Source: an optimization exercise on an open RTL-to-GDS flow (aim: small area, a short achievable clock period and few clock cycles per item). Production flows keep margins and buffers that such runs may drop.
Function was checked by simulation only, so behaviour that the tests miss may differ from the original.

Setup of the baseline:
==> module matrix, before the edit <==
module matrix(
    input clk,
    input [7:0] A00,
    input [7:0] A01,
    input [7:0] A02,
    input [7:0] A10,
    input [7:0] A11,
    input [7:0] A12,
    input [7:0] A20,
    input [7:0] A21,
    input [7:0] A22,
    input [7:0] B00,
    input [7:0] B01,
    input [7:0] B02,
    input [7:0] B10,
    input [7:0] B11,
    input [7:0] B12,
    input [7:0] B20,
    input [7:0] B21,
    input [7:0] B22,
    output[7:0] Out00,
    output[7:0] Out01,
    output[7:0] Out02,
    output[7:0] Out10,
    output[7:0] Out11,
    output[7:0] Out12,
    output[7:0] Out20,
    output[7:0] Out21,
    output[7:0] Out22,
    input Reset,
    input Load,
    output Done
    );
    reg [1:0] ph;
    assign Done = (ph == 2'd0);
    wire go = !Reset && (Done ? Load : (ph != 2'd3));
    reg [1:0] ph_n;
    always @(*) begin
        if (Reset)     ph_n = 2'd0;
        else if (Done) ph_n = Load ? 2'd1 : 2'd0;
        else           ph_n = ph + 2'd1;
    end
    reg s0, s1, s2;
    reg n0, n1, n2;
    always @(posedge clk) begin
        ph <= ph_n;
        s0 <= (ph_n == 2'd0) || (ph_n == 2'd3);
        s1 <= (ph_n == 2'd1);
        s2 <= (ph_n == 2'd2);
        n0 <= !((ph_n == 2'd0) || (ph_n == 2'd3));
        n1 <= !(ph_n == 2'd1);
        n2 <= !(ph_n == 2'd2);
    end
    wire [7:0] a0 = ({8{s0}} & A00) | ({8{s1}} & A01) | ({8{s2}} & A02);
    wire [7:0] a1 = ({8{s0}} & A10) | ({8{s1}} & A11) | ({8{s2}} & A12);
    wire [7:0] a2 = ({8{s0}} & A20) | ({8{s1}} & A21) | ({8{s2}} & A22);
    wire [7:0] b0 = ({8{!n0}} & B00) | ({8{!n1}} & B10) | ({8{!n2}} & B20);
    wire [7:0] b1 = ({8{!n0}} & B01) | ({8{!n1}} & B11) | ({8{!n2}} & B21);
    wire [7:0] b2 = ({8{!n0}} & B02) | ({8{!n1}} & B12) | ({8{!n2}} & B22);
    mac mac_00(.Clk(clk), .Reset(Reset), .go(go), .B(a0), .C(b0), .Aout(Out00));
    mac mac_01(.Clk(clk), .Reset(Reset), .go(go), .B(a0), .C(b1), .Aout(Out01));
    mac mac_02(.Clk(clk), .Reset(Reset), .go(go), .B(a0), .C(b2), .Aout(Out02));
    mac mac_10(.Clk(clk), .Reset(Reset), .go(go), .B(a1), .C(b0), .Aout(Out10));
    mac mac_11(.Clk(clk), .Reset(Reset), .go(go), .B(a1), .C(b1), .Aout(Out11));
    mac mac_12(.Clk(clk), .Reset(Reset), .go(go), .B(a1), .C(b2), .Aout(Out12));
    mac mac_20(.Clk(clk), .Reset(Reset), .go(go), .B(a2), .C(b0), .Aout(Out20));
    mac mac_21(.Clk(clk), .Reset(Reset), .go(go), .B(a2), .C(b1), .Aout(Out21));
    mac mac_22(.Clk(clk), .Reset(Reset), .go(go), .B(a2), .C(b2), .Aout(Out22));
endmodule
export LEC_CHECK = 0
export ABC_AREA = 1
export CAP_MARGIN = 20
export CORE_MARGIN = 2
export CORE_UTILIZATION = 55
export CTS_BUF_LIST = sky130_fd_sc_hd__clkbuf_4 sky130_fd_sc_hd__clkbuf_8
export PLACE_DENSITY = 0.65
export SLEW_MARGIN = 20
create_clock -name core_clock -period 5.0 [get_ports {clk}]
standard.sh (not shown) runs the stock make flow with config.mk's settings and CLKGATE_MAP_FILE= SYNTH_SCRIPT=/design/flow/synth_recipe.tcl, a recipe that flattens the netlist after the stock synthesis.
==> flow/flow/run.sh <==
#!/bin/bash
# The standard layout, with four changes:
# - each port is buffered by a sky130_fd_sc_hd__buf_1 instead of the default
#   port buffer cell;
# - synthesis leaves adders to ABC instead of mapping them to the library's
#   full/half-adder cells first (ADDER_MAP_FILE empty);
# - ABC maps with flow/abc_map.script (two rounds of dch and map, with mfs2 between) instead of the
#   standard area script.
# - timing repair aims at a setup slack of 1.5 ns up to clock tree synthesis
#   and of 0.8 ns after it (SETUP_SLACK_MARGIN), so that the repair after
#   global routing does not upsize much.
# Everything else is the standard flow's synthesis (synth_recipe.tcl), so the registers
# are the standard synthesis's.
set -euo pipefail
W=$PWD
cat > "$W/own_synth.tcl" <<EOT
proc abc {args} {
  set i [lsearch -exact \$args -script]
  if {\$i >= 0} { lset args [expr {\$i + 1}] {$W/flow/abc_map.script} }
  yosys abc {*}\$args
}
source {$W/synth_recipe.tcl}
EOT
export BUFFER_PORTS_ARGS="-buffer_cell sky130_fd_sc_hd__buf_1"
bash standard.sh ADDER_MAP_FILE= SYNTH_SCRIPT="$W/own_synth.tcl" SETUP_SLACK_MARGIN=1.5 cts > standard_flow_cts.log 2>&1
bash standard.sh ADDER_MAP_FILE= SYNTH_SCRIPT="$W/own_synth.tcl" SETUP_SLACK_MARGIN=0.8 finish > standard_flow_finish.log 2>&1
==> flow/flow/abc_map.script <==
strash
dc2
dch -f
map -B 0.9
mfs2
strash
dch -f
map -B 0.9
topo
stime -c
buffer -c
upsize -c
dnsize -c
Testbench counts of the baseline, summed over its fixed seeds: cycles 512, items 128.
For the candidate, these inputs were changed with respect to the baseline:
diff --git a/flow/design.v b/flow/design.v
--- a/flow/design.v
+++ b/flow/design.v
@@ -140,5 +140,4 @@
     end
     reg s0, s1, s2;
-    reg n0, n1, n2;
     always @(posedge clk) begin
         ph <= ph_n;
@@ -146,14 +145,11 @@
         s1 <= (ph_n == 2'd1);
         s2 <= (ph_n == 2'd2);
-        n0 <= !((ph_n == 2'd0) || (ph_n == 2'd3));
-        n1 <= !(ph_n == 2'd1);
-        n2 <= !(ph_n == 2'd2);
     end
     wire [7:0] a0 = ({8{s0}} & A00) | ({8{s1}} & A01) | ({8{s2}} & A02);
     wire [7:0] a1 = ({8{s0}} & A10) | ({8{s1}} & A11) | ({8{s2}} & A12);
     wire [7:0] a2 = ({8{s0}} & A20) | ({8{s1}} & A21) | ({8{s2}} & A22);
-    wire [7:0] b0 = ({8{!n0}} & B00) | ({8{!n1}} & B10) | ({8{!n2}} & B20);
-    wire [7:0] b1 = ({8{!n0}} & B01) | ({8{!n1}} & B11) | ({8{!n2}} & B21);
-    wire [7:0] b2 = ({8{!n0}} & B02) | ({8{!n1}} & B12) | ({8{!n2}} & B22);
+    wire [7:0] b0 = ({8{s0}} & B00) | ({8{s1}} & B10) | ({8{s2}} & B20);
+    wire [7:0] b1 = ({8{s0}} & B01) | ({8{s1}} & B11) | ({8{s2}} & B21);
+    wire [7:0] b2 = ({8{s0}} & B02) | ({8{s1}} & B12) | ({8{s2}} & B22);
     mac mac_00(.Clk(clk), .Reset(Reset), .go(go), .B(a0), .C(b0), .Aout(Out00));
     mac mac_01(.Clk(clk), .Reset(Reset), .go(go), .B(a0), .C(b1), .Aout(Out01));
==> comparison <==
- For the final worst-path setup slack, the candidate came in 0.14 ns higher than the baseline did.
- Sum of met3 wire segment lengths after detailed routing delta for the candidate relative to the baseline: 23% lower
- Cmp the candidate and the baseline / worst hold slack / higher: the baseline
- Summary: with the baseline as the reference, number of cells traversed by the worst register-to-register path in the candidate moved up by more than 10%.
- Compared with the baseline, the candidate shows a fraction of area in non-clock buffers that is 1.0 points lower.
- The final reports for the candidate and the baseline show combined flip-flop and latch cell area lower in the former.
- | design area | lower: the candidate |
- Looking at area after synthesis, the candidate sits about 0.8% lower than the baseline does.
Testbench counts of the candidate, summed over its fixed seeds: cycles 512, items 128.

========
Another version of the RTL of matrix (not shown whole).
Size in the first run: roughly 4200 cells after synthesis, about 160 flip-flops.
==> module fmul, before the edit <==
module fmul(
    input  [7:0] b,
    input  [7:0] c,
    output [7:0] p,
    output       pz
    );
    wire [3:0] u = b[3:0];
    wire [3:0] v = c[3:0];
    wire [7:0] uv = {u, v};
    wire s0 = (u[1] & v[3]) ^ (u[2] & v[2]);
    wire c0 = (u[1] & v[3]) & (u[2] & v[2]);
    wire s1 = (u[2] & v[3]) ^ (u[3] & v[2]);
    wire c1 = (u[2] & v[3]) & (u[3] & v[2]);
    wire s2 = (u[0] & v[3]) ^ (u[1] & v[2]);
    wire c2 = (u[0] & v[3]) & (u[1] & v[2]);
    wire s3 = (u[3] & v[1]) ^ u[0] ^ v[0];
    wire c3 = ((u[3] & v[1]) & u[0]) | ((u[3] & v[1]) & v[0]) | ((u[0] & v[0]));
    wire s4 = u[1] ^ v[1] ^ c0;
    wire c4 = ((u[1] & v[1])) | (u[1] & c0) | (v[1] & c0);
    wire s5 = (u[3] & v[3]) ^ u[2] ^ v[2];
    wire c5 = ((u[3] & v[3]) & u[2]) | ((u[3] & v[3]) & v[2]) | ((u[2] & v[2]));
    wire s6 = (u[0] & v[2]) ^ (u[1] & v[1]);
    wire c6 = (u[0] & v[2]) & (u[1] & v[1]);
    wire s7 = (u[2] & v[1]) ^ (u[3] & v[0]) ^ s2;
    wire c7 = ((u[2] & v[1]) & (u[3] & v[0])) | ((u[2] & v[1]) & s2) | ((u[3] & v[0]) & s2);
    wire s8 = s0 ^ c2 ^ s3;
    wire c8 = (s0 & c2) | (s0 & s3) | (c2 & s3);
    wire s9 = s1 ^ c3 ^ s4;
    wire c9 = (s1 & c3) | (s1 & s4) | (c3 & s4);
    wire s10 = c1 ^ c4 ^ s5;
    wire c10 = (c1 & c4) | (c1 & s5) | (c4 & s5);
    wire s11 = u[3] ^ v[3] ^ c5;
    wire c11 = ((u[3] & v[3])) | (u[3] & c5) | (v[3] & c5);
    wire [9:0] r0 = {1'b0, 1'b1, c10, c9, c8, c7, c6, (u[2] & v[0]), (u[0] & v[1]), (u[0] & v[0])};
    wire [9:0] r1 = {1'b0, c11, s11, s10, s9, s8, s7, s6, (u[1] & v[0]), 1'b0};
    wire [9:0] m = r0 + r1;
    wire [2:0] es  = b[6:4] + c[6:4];
    wire [2:0] pe0 = es + 3'd5;
    wire [2:0] pe1 = es + 3'd6;
    assign p = {b[7] ^ c[7], m[9] ? pe1 : pe0, m[9] ? m[8:5] : m[7:4]};
    wire f0n = (uv == 8'h00);
    wire f0s = (uv == 8'h1f) ||
        (uv == 8'h2d) ||
        (uv == 8'h2e) ||
        (uv == 8'h3b) ||
        (uv == 8'h3c) ||
        (uv == 8'h4a) ||
        (uv == 8'h4b) ||
        (uv == 8'h59) ||
        (uv == 8'h68) ||
        (uv == 8'h77) ||
        (uv == 8'h86) ||
        (uv == 8'h95) ||
        (uv == 8'ha4) ||
        (uv == 8'hb3) ||
        (uv == 8'hb4) ||
        (uv == 8'hc3) ||
        (uv == 8'hd2) ||
        (uv == 8'he2) ||
        (uv == 8'hf1);
    assign pz = (b == 8'd0) || (c == 8'd0) ||
                (!(b[7] ^ c[7]) && ((f0n && es == 3'd3) || (f0s && es == 3'd2)));
endmodule
==> module calc_frac_bits, before the edit <==
module calc_frac_bits(
    input  [7:0] r,
    input  [7:0] p,
    input        pz,
    output [7:0] y
    );
    wire rz = (r == 8'd0);
    wire r_big = pz || (!rz && (r[6:0] > p[6:0]));
    wire kill  = pz || rz;
    wire [2:0] eb = r_big ? r[6:4] : p[6:4];
    wire [3:0] fb = r_big ? r[3:0] : p[3:0];
    wire [3:0] fs = r_big ? p[3:0] : r[3:0];
    wire [2:0] d  = r_big ? r[6:4] - p[6:4] : p[6:4] - r[6:4];
    wire       sb = r_big ? r[7] : p[7];
    wire       sub = (r[7] != p[7]) && !kill;
    wire [4:0]  ms = kill ? 5'd0 : {1'b1, fs};
    wire [15:0] ysh = {1'b0, ms, 10'd0} >> d;    
    wire [8:0]  yv  = ysh[15:7];
    wire        stk = |ysh[6:0];
    wire [8:0]  xv  = {1'b0, 1'b1, fb, 3'd0};
    wire [8:0]  t   = xv + (yv ^ {9{sub}}) + {8'd0, sub & !stk};
    reg [2:0] ne;
    reg [3:0] nf;
    always @(*) begin
        if (t[8])      begin ne = eb + 3'd1; nf = t[7:4]; end
        else if (t[7]) begin ne = eb;        nf = t[6:3]; end
        else if (t[6]) begin ne = eb - 3'd1; nf = t[5:2]; end
        else if (t[5]) begin ne = eb - 3'd2; nf = t[4:1]; end
        else           begin ne = eb - 3'd3; nf = t[3:0]; end
    end
    assign y = {sb, ne, nf};
endmodule
export LEC_CHECK = 0
export ABC_AREA = 1
export CAP_MARGIN = 20
export CORE_MARGIN = 2
export CORE_UTILIZATION = 40
export SLEW_MARGIN = 20
create_clock -name core_clock -period 5.0 [get_ports {clk}]
run.sh (not shown) runs the stock make flow with config.mk's settings and CLKGATE_MAP_FILE= SYNTH_SCRIPT=/design/flow/synth_recipe.tcl, a recipe that flattens the netlist after the stock synthesis.
Stock flow here: none of the scripts above is used.
Testbench counts at the start, summed over its fixed seeds: cycles 512, items 128.
Next try:
--- a/flow/design.v
+++ b/flow/design.v
@@ -4,11 +4,10 @@
     output [7:0] p,
     output       pz
     );
     wire [3:0] u = b[3:0];
     wire [3:0] v = c[3:0];
-    wire [7:0] uv = {u, v};
     wire s0 = (u[1] & v[3]) ^ (u[2] & v[2]);
     wire c0 = (u[1] & v[3]) & (u[2] & v[2]);
     wire s1 = (u[2] & v[3]) ^ (u[3] & v[2]);
     wire c1 = (u[2] & v[3]) & (u[3] & v[2]);
     wire s2 = (u[0] & v[3]) ^ (u[1] & v[2]);
@@ -36,32 +35,11 @@
     wire [9:0] m = r0 + r1;
     wire [2:0] es  = b[6:4] + c[6:4];
     wire [2:0] pe0 = es + 3'd5;
     wire [2:0] pe1 = es + 3'd6;
     assign p = {b[7] ^ c[7], m[9] ? pe1 : pe0, m[9] ? m[8:5] : m[7:4]};
-    wire f0n = (uv == 8'h00);
-    wire f0s = (uv == 8'h1f) ||
-        (uv == 8'h2d) ||
-        (uv == 8'h2e) ||
-        (uv == 8'h3b) ||
-        (uv == 8'h3c) ||
-        (uv == 8'h4a) ||
-        (uv == 8'h4b) ||
-        (uv == 8'h59) ||
-        (uv == 8'h68) ||
-        (uv == 8'h77) ||
-        (uv == 8'h86) ||
-        (uv == 8'h95) ||
-        (uv == 8'ha4) ||
-        (uv == 8'hb3) ||
-        (uv == 8'hb4) ||
-        (uv == 8'hc3) ||
-        (uv == 8'hd2) ||
-        (uv == 8'he2) ||
-        (uv == 8'hf1);
-    assign pz = (b == 8'd0) || (c == 8'd0) ||
-                (!(b[7] ^ c[7]) && ((f0n && es == 3'd3) || (f0s && es == 3'd2)));
+    assign pz = (b == 8'd0) || (c == 8'd0) || (p == 8'd0);
 endmodule
 module calc_frac_bits(
     input  [7:0] r,
     input  [7:0] p,
     input        pz,
@@ -73,25 +51,25 @@
     wire [2:0] eb = r_big ? r[6:4] : p[6:4];
     wire [3:0] fb = r_big ? r[3:0] : p[3:0];
     wire [3:0] fs = r_big ? p[3:0] : r[3:0];
     wire [2:0] d  = r_big ? r[6:4] - p[6:4] : p[6:4] - r[6:4];
     wire       sb = r_big ? r[7] : p[7];
-    wire       sub = (r[7] != p[7]) && !kill;
-    wire [4:0]  ms = kill ? 5'd0 : {1'b1, fs};
-    wire [15:0] ysh = {1'b0, ms, 10'd0} >> d;    
-    wire [8:0]  yv  = ysh[15:7];
+    wire       sub = r[7] ^ p[7];
+    wire [4:0]  ms  = kill ? 5'd0 : {1'b1, fs};
+    wire [12:0] ysh = {ms, 8'd0} >> d;     
+    wire [6:0]  yv  = {1'b0, ysh[12:7]};
     wire        stk = |ysh[6:0];
-    wire [8:0]  xv  = {1'b0, 1'b1, fb, 3'd0};
-    wire [8:0]  t   = xv + (yv ^ {9{sub}}) + {8'd0, sub & !stk};
+    wire [6:0]  xv  = {1'b0, 1'b1, fb, 1'b0};
+    wire [6:0]  t   = xv + (yv ^ {7{sub}}) + {6'd0, sub & !stk};
     reg [2:0] ne;
     reg [3:0] nf;
     always @(*) begin
-        if (t[8])      begin ne = eb + 3'd1; nf = t[7:4]; end
-        else if (t[7]) begin ne = eb;        nf = t[6:3]; end
-        else if (t[6]) begin ne = eb - 3'd1; nf = t[5:2]; end
-        else if (t[5]) begin ne = eb - 3'd2; nf = t[4:1]; end
-        else           begin ne = eb - 3'd3; nf = t[3:0]; end
+        if (t[6])      begin ne = eb + 3'd1; nf = t[5:2]; end
+        else if (t[5]) begin ne = eb;        nf = t[4:1]; end
+        else if (t[4]) begin ne = eb - 3'd1; nf = t[3:0]; end
+        else if (t[3]) begin ne = eb - 3'd2; nf = {t[2:0], 1'b0}; end
+        else           begin ne = eb - 3'd3; nf = {t[1:0], 2'b00}; end
     end
     assign y = {sb, ne, nf};
 endmodule
 module mac(
     input            Clk,
Sequential share of layout area rose by 0.60 points.
Global-route usage fell by 2.7 points.
Final cell count fell by a few percent.
Area after synthesis fell by a few percent.
Utilization rose by 0.44 points.
Clock-buffer cell count fell by 3.
Worst setup slack loses 0.11 ns.
Via count fell by roughly a tenth.
Die area fell by a few percent.
Design area fell by a few percent.
Critical path depth rose by 1.
Testbench counts after the change, summed over its fixed seeds: cycles 512, items 128.

==> static timing again, ports no longer ideal <==
The results above use ideal ports. As a check the final layouts listed here were re-extracted and re-timed, cells and wires unchanged. Step 1 assumes that a clkbuf_16 drives the clock port and a buf_2 every other input. Step 2 also shifts input and output timing later by t, the mid clock arrival at the registers, as if the neighbouring blocks saw the same clock. a / b / c = ideal / step 1 / step 2; a / b = the first two.
run | shift t [ns] | slack for setup (ns) | worst setup path after step 2 | cell pins on the clock port's net
the baseline | 0.604 | 1.336 / 1.336 / 0.773 | input to register | 1
the candidate | 0.598 | 1.473 / 1.473 / 0.947 | input to register | 1
the first run of note 2 | 0.544 | 0.502 / 0.502 / 0.027 | input to register | 1
the second run of note 2 | 0.561 | 0.388 / 0.388 / 0.111 | input to register | 1
After both steps every run listed still meets setup and hold. For the baseline, which loses most, drivers alone change the setup slack by 0.000 ns; drivers and shift together by -0.563 ns.
